From an optimization exercise on the open Yosys and OpenROAD flow, aimed at small area; shortcuts taken in it are not production practice.
Function was checked by simulation only, so behaviour that the tests miss may differ from the original.
No driver is modelled on the clock port, so clock power and skew are understated where the tree is cut down; a real chip needs a root buffer or a tree.
Power figures rest on the tool's default switching activity, not on a simulated workload.

Setup of the previous run:
// pipe_make
module pipe_make(
		input clk,
		input rst,
		input [2:0] colour,
		input [7:0] in_x,
		input [6:0] in_y,
		input [7:0] width,
		input [6:0] height,
		input go_draw,
		input [3:0] pipe_type,
		output finish_draw,
		output [7:0] out_x,
		output [6:0] out_y,
		output [2:0] out_colour
	);
Size: roughly 910 cells after synthesis, about 140 flip-flops, about 7000 um2 of cells after synthesis.
clock: 10.0 ns
lec_check: 0
cap_margin: 20
core_margin: 2
core_utilization: 40
slew_margin: 20
standard.sh (not shown) runs the stock make flow with config.mk's settings and CLKGATE_MAP_FILE= SYNTH_SCRIPT=/design/flow/synth_recipe.tcl, a recipe that flattens the netlist after the stock synthesis.
==> flow/flow/run.sh <==
#!/bin/bash
# Own layout flow: the standard ORFS flow (standard.sh) with these changes
# to how the layout is made:
#  - synthesis (flow/synth.tcl) is the standard synthesis script, but
#    adders are left to ABC instead of being mapped to the library's adder
#    cells first (ADDER_MAP_FILE empty), and ABC uses an area-oriented script;
#    registers, their names and cell types are those of the standard synthesis;
#  - the port buffers are the smallest buffer (buf_1) instead of a delay cell;
#  - the clock tree is built by flow/cts_manual.tcl: the clock port drives
#    a few clock buffers, each driving a group of nearby flip-flops.
# The make output goes to flow_make.log; each ORFS step logs to orfs/logs/.
set -euo pipefail
export OWN_WORK_DIR="$(pwd)"
export OWN_FLOW_DIR="$(pwd)/flow"
export OWN_CTS_LEAVES=5
export OWN_CTS_CELL=sky130_fd_sc_hd__clkbuf_16
export OWN_CTS_ROOT=sky130_fd_sc_hd__clkbuf_8
bash standard.sh \
  SYNTH_SCRIPT="$OWN_FLOW_DIR/synth.tcl" \
  ADDER_MAP_FILE= \
  "BUFFER_PORTS_ARGS=-buffer_cell sky130_fd_sc_hd__buf_1" \
  PRE_CTS_TCL="$OWN_FLOW_DIR/cts_manual.tcl" \
  finish > flow_make.log 2>&1
Other scripts of this flow, unchanged in this note and not shown: flow/flow/abc_area.script, flow/flow/cts_manual.tcl, flow/flow/synth.tcl
Modified inputs, the current run compared to the previous run
- GPL_ROUTABILITY_DRIVEN: unset -> 0
- GPL_TIMING_DRIVEN: unset -> 0
### Flow results
The current run and the previous run ended up with nearly the same non-filler instance count after layout.
The current run -> the previous run: fmax flat
Between the current run and the previous run, it is the current run whose sequential share of layout area is lower, by 0.35 points.
Minimum period implied by the final worst setup slack essentially unchanged between the current run and the previous run.
The previous run → the current run: sum of buffers and inverters on the critical path saw a decrease; total power of the final layout level; met1 wire length decreased by 1.2% relative to the old numbers.
Critical path depth shrinks by a few percent when moving from the previous run to the current run.
Taking the previous run as the reference, in the current run design area went up 0.98%, setup slack of the critical path after layout flat.
In every run of this note, the design's own scripts or RTL, not TritonCTS, make the clock network.

Another version of the RTL of pipe_make (not shown whole).
For scale: roughly 7000 sq um of cells after synthesis.
Design pipe_make, start of the top module:
module pipe_make(
		input clk,
		input rst,
		input [2:0] colour,
		input [7:0] in_x,
		input [6:0] in_y,
		input [7:0] width,
		input [6:0] height,
		input go_draw,
		input [3:0] pipe_type,
		output finish_draw,
		output [7:0] out_x,
		output [6:0] out_y,
		output [2:0] out_colour
	);
	wire [2:0] s = (pipe_type > 4'd5) ? 3'd0 : pipe_type[2:0];
	wire [1:0] cnt [0:5];
	wire [5:0] fin, v1, v2;
	wire [4:0] t5 [0:5];
	wire [2:0] u5 [0:5];
	wire [1:0] m3 [0:5];
	wire [2:0] y7 [0:5];
	genvar i;
	generate
		for (i = 0; i < 6; i = i + 1) begin : shape
			pm_shape #(.KIND(i == 0 ? 0 : i == 1 ? 1 : 2)) u(
				.clk(clk), .rst(rst), .go(go_draw && s == i),
				.cnt(cnt[i]), .fin(fin[i]), .v1(v1[i]), .v2(v2[i]),
				.t5(t5[i]), .u5(u5[i]), .m3o(m3[i]), .y7o(y7[i]));
		end
	endgenerate
	wire [1:0] c = cnt[s];
	wire [4:0] t = {t5[1][4] & (s == 3'd1), t5[s][3:0]};
	wire [2:0] u = u5[s];
	wire [1:0] m = m3[s];
	wire [2:0] y = y7[s];
	wire ver = (s == 3'd0);
	wire hor = (s == 3'd1);
	wire right = (s == 3'd3) || (s == 3'd5);
	wire down = (s == 3'd4) || (s == 3'd5);
	reg [6:0] j;
	reg [2:0] m6;
	reg [2:0] dx;
	reg [3:0] dy;
	reg zero, green;
	always @(*) begin
		j = 7'd0; m6 = 3'd0;
		zero = 1'b0; green = 1'b0;
		m6 = (t[0] ? 3'd3 : 3'd0) + (m == 2'd1 ? 3'd4 : m == 2'd2 ? 3'd2 : 3'd0);
		if (m6 >= 3'd6) m6 = m6 - 3'd6;
		case (c)
			2'd0: begin  
				dx = 3'd4; dy = 4'd4; green = 1'b1;
			end
			2'd1: begin  
				dx = t[2:0]; dy = {u, t[3]}; zero = (u == 3'd7);
			end
			2'd2: begin  
				zero = !v1[s]; green = v1[s];
  ...
Settings: LEC_CHECK=0, CAP_MARGIN=20, CORE_MARGIN=2, CORE_UTILIZATION=30, SLEW_MARGIN=20; clock period 10.0 ns.
==> flow/flow/run.sh <==
#!/bin/bash
# Own layout flow: the standard ORFS flow (standard.sh) with these changes
# to how the layout is made:
#  - synthesis (flow/synth.tcl) is the standard synthesis script, but
#    adders are left to ABC instead of being mapped to the library's adder
#    cells first (ADDER_MAP_FILE empty), and ABC uses an area-oriented script;
#    registers, their names and cell types are those of the standard synthesis;
#  - the port buffers are the smallest buffer (buf_1) instead of a delay cell;
#  - the clock tree is built by flow/cts_manual.tcl: the clock port drives
#    a few clock buffers, each driving a group of nearby flip-flops.
# The make output goes to flow_make.log; each ORFS step logs to orfs/logs/.
set -euo pipefail
export OWN_WORK_DIR="$(pwd)"
export OWN_FLOW_DIR="$(pwd)/flow"
export OWN_CTS_LEAVES=5
export OWN_CTS_MAX_LEAVES=9
export OWN_CTS_TRIES=16
export OWN_CTS_SLEW=0.112
export OWN_CTS_CELL=sky130_fd_sc_hd__clkbuf_16
export OWN_CTS_ROOT=sky130_fd_sc_hd__clkbuf_8
bash standard.sh \
  SYNTH_SCRIPT="$OWN_FLOW_DIR/synth.tcl" \
  ADDER_MAP_FILE= \
  "BUFFER_PORTS_ARGS=-buffer_cell sky130_fd_sc_hd__buf_1" \
  PRE_CTS_TCL="$OWN_FLOW_DIR/cts_manual.tcl" \
  finish > flow_make.log 2>&1
Other scripts of this flow, unchanged in this note and not shown: flow/flow/abc_area.script, flow/flow/cts_manual.tcl, flow/flow/synth.tcl
Rerun with:
--- a/flow/flow/run.sh
+++ b/flow/flow/run.sh
@@ -23,2 +23,3 @@
   ADDER_MAP_FILE= \
+  SYNTH_INSBUF=0 \
   "BUFFER_PORTS_ARGS=-buffer_cell sky130_fd_sc_hd__buf_1" \
--- a/flow/config.mk
+++ b/flow/config.mk
@@ -9,3 +9,3 @@
 export CORE_MARGIN = 2
-export CORE_UTILIZATION = 30
+export CORE_UTILIZATION = 40
 export SLEW_MARGIN = 20
Outcome: Worst hold slack got worse by 0.0091 ns. Core utilization goes up by 10 points. Routed wire length goes down by about 1.1%. Power barely changes. Cell count goes down by 7.2%. Critical path depth stays the same. Design area goes down by about 1.6%. Sequential share of layout area goes up by 0.58 points.
Rerun with:
--- a/flow/flow/run.sh
+++ b/flow/flow/run.sh
@@ -23,3 +23,2 @@
   ADDER_MAP_FILE= \
-  SYNTH_INSBUF=0 \
   "BUFFER_PORTS_ARGS=-buffer_cell sky130_fd_sc_hd__buf_1" \
--- a/flow/config.mk
+++ b/flow/config.mk
@@ -9,3 +9,3 @@
 export CORE_MARGIN = 2
-export CORE_UTILIZATION = 40
+export CORE_UTILIZATION = 55
 export SLEW_MARGIN = 20
Outcome: Sequential share of layout area came out higher by 0.29 points. Maximum frequency hardly moves. Core utilization came out higher by 16 points. Setup slack is better by 0.0053 ns.
Rerun with:
--- a/flow/config.mk
+++ b/flow/config.mk
@@ -9,3 +9,3 @@
 export CORE_MARGIN = 2
-export CORE_UTILIZATION = 55
+export CORE_UTILIZATION = 40
 export SLEW_MARGIN = 20
=> The changed run ran to the end with no violations. Cell count grows by about 4.6%. Global-route usage went down by 7.2 points. Clock power shrinks by about 7%. Combinational power came out lower by about 0.8%. Wire length shrinks by 0.49%. Total power is lower by 1.3%. Hold slack barely changes. Utilization falls by 16 points.
No run of this note takes its clock network from TritonCTS; it comes from the design's own scripts or RTL.

job 415:
The RTL this note starts from:
==> flow/design.v <==
module pm_shape #(
		parameter KIND = 0            
	) (
		input clk,
		input rst,
		input go,
		output reg [1:0] cnt,         
		output reg fin,
		output reg v1,                
		output reg v2,                
		output [4:0] t5,              
		output reg [2:0] u5,
		output [1:0] m3o,
		output [2:0] y7o
	);
	reg [1:0] m3;
	reg [2:0] y7;
	assign m3o = (KIND == 2) ? m3 : 2'd0;
	assign y7o = (KIND == 2) ? y7 : 3'd0;
	localparam N = (KIND == 0) ? 13 : (KIND == 1) ? 15 : 11;
	reg        run;       
	reg [N-1:0] T;
	assign t5 = T[4:0];
	reg f0, f1, f2, set1, set2;
	always @(*) begin
		f0 = (T[8:0] == 9'd336) && (u5 == 3'd0);             
		set1 = (T[8:0] == 9'd337) && (u5 == 3'd0);           
		case (KIND)
			0: begin  
				f1 = (T == 13'd4826) && (u5 == 3'd2);        
				set2 = (T == 13'd4827) && (u5 == 3'd2);
				f2 = v2 && (T[10:0] == 11'd86);              
			end
			1: begin  
				f1 = (T == 15'd23794);                       
				set2 = (T == 15'd23795);
				f2 = v2 && (T[10:0] == 11'd622);             
			end
			default: begin  
				f1 = (T[10:0] == 11'd84) && (m3 == 2'd0) && (y7 == 3'd0);   
				set2 = (T[10:0] == 11'd85) && (m3 == 2'd1) && (y7 == 3'd0);
				f2 = v2 && (T[10:0] == 11'd196) && (m3 == 2'd2);           
			end
		endcase
	end
	wire start = go & !run;
	always @(posedge clk) begin
		if (start) begin
			T <= {N{1'b1}}; u5 <= 3'd7; m3 <= 2'd3; y7 <= 3'd4;
		end else begin
			T <= T + 1'b1;
			if (&T[3:0]) u5 <= (u5 == 3'd4) ? 3'd0 : u5 + 1'b1;
			m3 <= (m3 == 2'd2) ? 2'd0 : m3 + 1'b1;
			if (T[0] && m3 == 2'd2) y7 <= (y7 == 3'd6) ? 3'd0 : y7 + 1'b1;
		end
		if (go) run <= 1'b1;
		if (run) begin
			if (set1) v1 <= 1'b1;
			if (set2) v2 <= 1'b1;
		end
		fin <= 1'b0;
		case (cnt)
			2'd0: if (go) cnt <= 2'd1;
			2'd1: if (f0) cnt <= 2'd2;
			2'd2: if (f1) cnt <= 2'd3;
			2'd3: if (f2) begin cnt <= 2'd0; fin <= 1'b1; end
		endcase
		if (rst) begin
			run <= 1'b0; v1 <= 1'b0; v2 <= 1'b0; cnt <= 2'd0; fin <= 1'b0;
		end
	end
endmodule
module pipe_make(
		input clk,
		input rst,
		input [2:0] colour,
		input [7:0] in_x,
		input [6:0] in_y,
		input [7:0] width,
		input [6:0] height,
		input go_draw,
		input [3:0] pipe_type,
		output finish_draw,
		output [7:0] out_x,
		output [6:0] out_y,
		output [2:0] out_colour
	);
	wire [2:0] s = (pipe_type > 4'd5) ? 3'd0 : pipe_type[2:0];
	wire [1:0] cnt [0:5];
	wire [5:0] fin, v1, v2;
	wire [4:0] t5 [0:5];
	wire [2:0] u5 [0:5];
	wire [1:0] m3 [0:5];
	wire [2:0] y7 [0:5];
	genvar i;
	generate
		for (i = 0; i < 6; i = i + 1) begin : shape
			pm_shape #(.KIND(i == 0 ? 0 : i == 1 ? 1 : 2)) u(
				.clk(clk), .rst(rst), .go(go_draw && s == i),
				.cnt(cnt[i]), .fin(fin[i]), .v1(v1[i]), .v2(v2[i]),
				.t5(t5[i]), .u5(u5[i]), .m3o(m3[i]), .y7o(y7[i]));
		end
	endgenerate
	wire [1:0] c = cnt[s];
	wire [4:0] t = t5[s];
	wire [2:0] u = u5[s];
	wire [1:0] m = m3[s];
	wire [2:0] y = y7[s];
	wire ver = (s == 3'd0);
	wire hor = (s == 3'd1);
	wire right = (s == 3'd3) || (s == 3'd5);
	wire down = (s == 3'd4) || (s == 3'd5);
	reg [6:0] j;
	reg [2:0] m6;
	reg [2:0] dx;
	reg [3:0] dy;
	reg zero, green;
	always @(*) begin
		j = 7'd0; m6 = 3'd0;
		zero = 1'b0; green = 1'b0;
		m6 = (t[0] ? 3'd3 : 3'd0) + (m == 2'd1 ? 3'd4 : m == 2'd2 ? 3'd2 : 3'd0);
		if (m6 >= 3'd6) m6 = m6 - 3'd6;
		case (c)
			2'd0: begin  
				dx = 3'd4; dy = 4'd4; green = 1'b1;
			end
			2'd1: begin  
				dx = t[2:0]; dy = {u, t[3]}; zero = (u == 3'd7);
			end
			2'd2: begin  
				zero = !v1[s]; green = v1[s];
				if (ver) begin         
					j = {u, t[3:0]} + 7'd38;
					if (j >= 7'd80) j = j - 7'd80;
					if (j >= 7'd40) j = j - 7'd40;
					dx = 3'd2 + j[1:0]; dy = j[5:2];
				end else if (hor) begin  
					j = {2'b0, t} - 7'd18;
					dx = j[2:0]; dy = 4'd3 + j[4:3];
				end else begin           
					dx = (right ? 3'd2 : 3'd0) + m6;
					dy = (down ? 4'd3 : 4'd0) + y;
				end
			end
			default: begin  
				zero = !v2[s];
				if (ver || hor) begin    
					dx = {2'b0, t[0]}; dy = 4'd0;
				end else begin           
					dx = (right ? 3'd6 : 3'd0) + m6[0];
					dy = (down ? 4'd7 : 4'd0) + ((m6 >= 3'd2) ? (m6 - 3'd2) >> 1 : (m6 + 3'd4) >> 1);
				end
			end
		endcase
	end
	wire [7:0] sx = in_x + dx;
	wire [6:0] sy = in_y + dy;
	assign finish_draw = fin[s];
	assign out_x = zero ? 8'd0 : sx;
	assign out_y = zero ? 7'd0 : sy;
	assign out_colour = {1'b0, green, 1'b0};
endmodule
Settings: LEC_CHECK=0, CAP_MARGIN=20, CORE_MARGIN=2, CORE_UTILIZATION=40, SLEW_MARGIN=20; clock period 10.0 ns.
run.sh (not shown) runs the stock make flow with config.mk's settings and CLKGATE_MAP_FILE= SYNTH_SCRIPT=/design/flow/synth_recipe.tcl, a recipe that flattens the netlist after the stock synthesis.
Stock flow here: none of the scripts above is used.
Changes in job 1633 relative to job 415:
==> flow/flow/run.sh (new file) <==
#!/bin/bash
# Own layout flow: the standard ORFS flow with three changes to how the
# layout is made:
#  - synthesis leaves adders to ABC instead of mapping them to the library's
#    half/full adder cells first (ADDER_MAP_FILE empty); registers, their
#    names and cell types are the same as in the standard synthesis;
#  - the port buffers are the smallest buffer (buf_1) instead of a delay cell;
#  - clock tree synthesis uses clkbuf_8 and no dummy loads.
set -euo pipefail
bash standard.sh \
  ADDER_MAP_FILE= \
  "BUFFER_PORTS_ARGS=-buffer_cell sky130_fd_sc_hd__buf_1" \
  "CTS_ARGS=-sink_clustering_enable -repair_clock_nets -buf_list sky130_fd_sc_hd__clkbuf_8 -dont_use_dummy_load" \
  finish > flow_make.log 2>&1
==> flow/standard.sh (new file) <==
#!/bin/bash
# synth_recipe.tcl (not shown) runs the flow's synth.tcl, then flattens the netlist and writes it again
# the make line also repeats each setting of config.mk as NAME=value (left out here)
make -C /OpenROAD-flow-scripts/flow DESIGN_CONFIG=/design/flow/config.mk WORK_HOME=/design/flow/orfs CLKGATE_MAP_FILE= SYNTH_SCRIPT=/design/flow/synth_recipe.tcl "${@:-finish}"
removed: flow/run.sh
- Each of the runs, namely job 415 and job 1633, reached the end of the flow and came out clean.
- [job 1633] synthesized netlist cell count fell 135 relative to job 415
- Between job 415 and job 1633, proportion of cell area occupied by multi-input gates increased.
- The master of the slowest instance on the critical path comes out clkdlybuf4s50_1 in one run and and2_1 in the other, namely in job 415 and job 1633 respectively.
- Cmp job 415 and job 1633 / post-route minimum period / higher: job 415
Modified inputs, job 4435 compared to job 1633
--- a/flow/flow/run.sh
+++ b/flow/flow/run.sh
@@ -11,4 +11,4 @@
   ADDER_MAP_FILE= \
   "BUFFER_PORTS_ARGS=-buffer_cell sky130_fd_sc_hd__buf_1" \
-  "CTS_ARGS=-sink_clustering_enable -repair_clock_nets -buf_list sky130_fd_sc_hd__clkbuf_8 -dont_use_dummy_load" \
+  "CTS_ARGS=-sink_clustering_enable -repair_clock_nets -buf_list sky130_fd_sc_hd__clkbuf_8 -dont_use_dummy_load -sink_clustering_size 40 -sink_clustering_max_diameter 150" \
   finish > flow_make.log 2>&1
### Flow results
Job 4435: all stages complete, timing, DRC and antenna checks passed. Job 4435 vs. job 1633: proportion of layout cells with a drive suffix above 1 ~0 delta, count of clock-buffer cells in the layout ~0 delta, area of all placed cells without fillers ~0 delta, sequential share of layout area ~0 delta. Job 1633 → job 4435: hold slack ~0 delta, number of iterations in the first detailed-routing pass ~0 delta. Diff job 4435..job 1633 | wire length after detailed routing | unchanged. Reported for job 1633 and job 4435, sum of internal, switching and leakage power turned out identical to the last digit. As far as starting density of the core is concerned, job 1633 and job 4435 perform about the same. Post-route fraction of the period consumed by the critical path came out exactly the same in job 1633 and job 4435. Job 1633 -> job 4435: worst-case reg-to-reg path depth delta 0, exact match.
For job 1527, these inputs were changed with respect to job 4435:
# job 4435
export LEC_CHECK = 0
export CAP_MARGIN = 20
export CORE_MARGIN = 2
export CORE_UTILIZATION = 40
export SLEW_MARGIN = 20
create_clock -name core_clock -period 10.0 [get_ports {clk}]
# job 1527
export LEC_CHECK = 0
export CAP_MARGIN = 20
export CORE_MARGIN = 2
export CORE_UTILIZATION = 40
export CTS_BUF_LIST = sky130_fd_sc_hd__clkbuf_8
export CTS_CLUSTER_DIAMETER = 200
export CTS_CLUSTER_SIZE = 50
export SLEW_MARGIN = 20
create_clock -name core_clock -period 10.0 [get_ports {clk}]
==> flow/run.sh (new file) <==
#!/bin/bash
# synth_recipe.tcl (not shown) runs the flow's synth.tcl, then flattens the netlist and writes it again
# the make line also repeats each setting of config.mk as NAME=value (left out here)
make -C /OpenROAD-flow-scripts/flow DESIGN_CONFIG=/design/flow/config.mk WORK_HOME=/design/flow/orfs CLKGATE_MAP_FILE= SYNTH_SCRIPT=/design/flow/synth_recipe.tcl finish
removed: flow/flow/run.sh
removed: flow/standard.sh
## What came out
Every run (job 4435 and job 1527) finished clean. Diff job 4435 -> job 1527 | non-clock buffer count | up by more than a quarter. Between job 1527 and job 4435, it is job 1527 whose utilization is higher, by 3.3 points. Comparing the two runs side by side, job 1527 comes out behind job 4435 on total wire length. Final hold slack sits lower in job 1527 than in job 4435. The count of clock buffers in the final design of job 1527 exceeds that of job 4435 by 1. Sum of internal, switching and leakage power: job 1527 vs job 4435 up 760 uW.

==> re-timing with driven ports <==
The results above use ideal ports. As a check the final layouts listed here were re-extracted and re-timed, cells and wires unchanged. Step 1 sets driving cells, clkbuf_16 on the clock port and buf_2 on the other inputs (assumed; they add their load-dependent delay and slew). Step 2 adds t to the input delays and takes it off the output delays; t is the mean of the earliest and latest rising clock arrival at the registers after step 1. Input paths then give back, and output paths get back, about the clock's delay inside the block. Three values: ideal, step 1, step 2; two values: the first two.
run	shift t [ns]	slack for setup (ns)	worst setup path after step 2	clock arrival spread, ns
the previous run	0.435	0.575 / 0.517 / 0.517	input to output	0.009 / 0.009
the current run	0.444	0.577 / 0.525 / 0.525	input to output	0.015 / 0.014
the first run of note 2	0.458	0.704 / 0.649 / 0.649	input to output	0.010 / 0.010
the second run of note 2	0.458	0.629 / 0.606 / 0.606	input to output	0.010 / 0.009
the third run of note 2	0.443	0.634 / 0.593 / 0.593	input to output	0.013 / 0.013
the fourth run of note 2	0.450	0.597 / 0.577 / 0.577	input to output	0.008 / 0.009
job 415	0.472	0.355 / 0.330 / 0.330	input to output	0.013 / 0.013
job 1633	0.495	1.889 / 1.849 / 1.849	input to output	0.031 / 0.030
job 4435	0.495	1.889 / 1.849 / 1.849	input to output	0.031 / 0.030
job 1527	0.494	0.367 / 0.343 / 0.343	input to output	0.019 / 0.019
After both steps setup and hold are still met in every run listed. The setup slack of the previous run, which loses most, moves by -0.058 ns with the drivers and by -0.058 ns with both steps.
